This design comes from an exercise in tuning for small area and a short achievable clock period on the open sky130 flow, not from production work.
In this exercise RTL edits were held to simulation tests only and were not proved equivalent to the original.
No activity file was given, so power comes from the tool's default toggle rates.

// CPU
module CPU #(parameter WIDTH = 64) (
    clk,rst,write_data,overflow,
    pc,instr,mem_addr,mem_rdata,mem_wdata,mem_write
    );
    input wire clk;
    input wire rst;
    output wire [WIDTH-1:0] pc;
    input wire [31:0] instr;
    output wire [WIDTH-1:0] mem_addr;
    input wire [WIDTH-1:0] mem_rdata;
    output wire [WIDTH-1:0] mem_wdata;
    output wire mem_write;
    output wire [WIDTH-1:0] write_data;
    output wire overflow;
    wire [6:0] op = instr[6:0];
    wire [2:0] f3 = instr[14:12];
    wire       b30 = instr[30];
    wire [4:0] rs1 = instr[19:15];
    wire [4:0] rs2 = instr[24:20];
    wire [4:0] rd  = instr[11:7];
    wire isR  = (op == 7'b0110011);
    wire isIA = (op == 7'b0010011);
    wire isL  = (op == 7'b0000011);
    wire isS  = (op == 7'b0100011);
    wire isB  = (op == 7'b1100011);
    wire isJ  = (op == 7'b1101111);
    wire regWrite = isR | isIA | isL;
    assign mem_write = isS;
    reg [64*32-1:64] rf;
    wire [63:0] wd_rf;                                
    wire [63:0] rs1_data;
    wire [63:0] rs2_data;
    genvar gi;
    generate
        for (gi = 1; gi < 32; gi = gi + 1) begin : g_rf
            always @(posedge clk) begin
                if (regWrite && rd == gi)
                    rf[64*gi +: 64] <= wd_rf;
            end
        end
    endgenerate
    rf_read u_rd1 (.rf(rf), .rs(rs1), .o(rs1_data));
    rf_read u_rd2 (.rf(rf), .rs(rs2), .o(rs2_data));
    wire useImm = ~op[5] | (~op[4] & ~op[6]);         
    wire [63:0] imm = {{52{instr[31]}}, instr[31:25], op[5] ? instr[11:7] : instr[24:20]};
    wire [63:0] a = rs1_data;
    wire [63:0] b = useImm ? imm : rs2_data;
  ...
==> flow/config.mk <==
export PLATFORM = sky130hd
export DESIGN_NAME = CPU
export DESIGN_NICKNAME = CPU
export VERILOG_FILES = /design/flow/design.v
export SDC_FILE = /design/flow/constraint.sdc
export NUM_CORES = 4
export LEC_CHECK = 0
export CAP_MARGIN = 30
export CORE_MARGIN = 2
export CORE_UTILIZATION = 55
export CTS_BUF_LIST = sky130_fd_sc_hd__clkbuf_4
export PLACE_DENSITY = 0.65
export SLEW_MARGIN = 20
export SYNTH_HIERARCHICAL = 1
==> flow/constraint.sdc <==
create_clock -name core_clock -period 50.0 [get_ports {clk}]
set_input_delay 10.0000 -clock core_clock [delete_from_list [all_inputs] [get_ports {clk}]]
set_output_delay 10.0000 -clock core_clock [all_outputs]
set_load 0.01 [all_outputs]
standard.sh (not shown) runs the stock make flow with config.mk's settings and CLKGATE_MAP_FILE= SYNTH_SCRIPT=/design/flow/synth_recipe.tcl, a recipe that flattens the netlist after the stock synthesis.
==> flow/flow/run.sh <==
#!/bin/bash
# Layout flow: the standard layout (standard.sh) with two changes:
#  - buffer_ports gives every input and output port a plain buf_2 instead of
#    the delay buffer (clkdlybuf4s50_1) it picks by default;
#  - clock tree synthesis builds the tree from clkbuf_4 cells and inserts no
#    dummy loads (-dont_use_dummy_load).
# ORFS writes each step's full log under orfs/logs/; make's own output goes
# to standard.log here.
set -euo pipefail
export BUFFER_PORTS_ARGS="-buffer_cell sky130_fd_sc_hd__buf_2"
export CTS_ARGS="-sink_clustering_enable -repair_clock_nets -buf_list sky130_fd_sc_hd__clkbuf_4 -dont_use_dummy_load"
bash standard.sh > standard.log 2>&1
The starting point finished clean.
Edit:
--- a/flow/flow/run.sh
+++ b/flow/flow/run.sh
@@ -5,2 +5,2 @@
-#  - clock tree synthesis builds the tree from clkbuf_4 cells and inserts no
-#    dummy loads (-dont_use_dummy_load).
+#  - clock tree synthesis runs with its usual arguments but without dummy
+#    loads (-dont_use_dummy_load).
@@ -11 +11 @@
-export CTS_ARGS="-sink_clustering_enable -repair_clock_nets -buf_list sky130_fd_sc_hd__clkbuf_4 -dont_use_dummy_load"
+export CTS_ARGS="-sink_clustering_enable -repair_clock_nets -buf_list sky130_fd_sc_hd__clkbuf_8 -dont_use_dummy_load"
Settings changed: CTS_BUF_LIST sky130_fd_sc_hd__clkbuf_4 to sky130_fd_sc_hd__clkbuf_8.
What happened:
- The changed run passed the timing, DRC and antenna checks
- wire length hardly moves
- setup slack got worse by 0.019 ns
- die area does not change
- worst hold slack improved by 0.0037 ns
- via count goes down by 1.3%
- final cell count fell by about 1.7%
- clock power grows by about 10%
- power went up by 2.5%
- final area is higher by 0.63%
- area after synthesis is unchanged
- global-route usage came out lower by 0.10 points
Edit:
==> flow/flow/run.sh (replaced) <==
#!/bin/bash
# Layout flow: the standard layout (standard.sh) unchanged, except that
# buffer_ports gives every input and output port a plain buf_2 instead of the
# delay buffer (clkdlybuf4s50_1) it picks by default.
# ORFS writes each step's full log under orfs/logs/; make's own output goes
# to standard.log here.
set -euo pipefail
export BUFFER_PORTS_ARGS="-buffer_cell sky130_fd_sc_hd__buf_2"
bash standard.sh > standard.log 2>&1
Settings changed: CAP_MARGIN 30 to 20.
After rerunning: Synthesized cell count is unchanged; sequential share of layout area falls by 0.23 points; sequential cell count does not change; design area rises by 0.43%; setup slack gets worse by 0.15 ns; routed wire length falls by 0.34%; hold slack is about the same; via count barely changes; register-to-register slack gets worse by 0.10 ns; die area stays the same.

-- re-timing with driven ports --
In the flow no input, the clock included, has a driving cell. The finished layouts below were timed again as built, in two steps.
Step 1 assumes that a clkbuf_16 drives the clock port and a buf_2 every other input.
Step 2 also shifts input and output timing later by t, the mid clock arrival at the registers, as if the neighbouring blocks saw the same clock.
Slacks: no drivers / after step 1 / after step 2; pairs: no drivers / after step 1.
run | shift t [ns] | slack for setup (ns) | hold WS [ns]
the first run | 1.514 | 22.264 / 22.230 / 22.230 | 0.615 / 0.615 / 0.615
the second run | 1.167 | 22.245 / 22.188 / 22.188 | 0.619 / 0.619 / 0.619
the third run | 1.172 | 22.095 / 22.061 / 22.061 | 0.618 / 0.618 / 0.618
After both steps setup and hold are still met in every run listed. The setup slack of the second run, which loses most, moves by -0.057 ns with the drivers and by -0.057 ns with both steps.
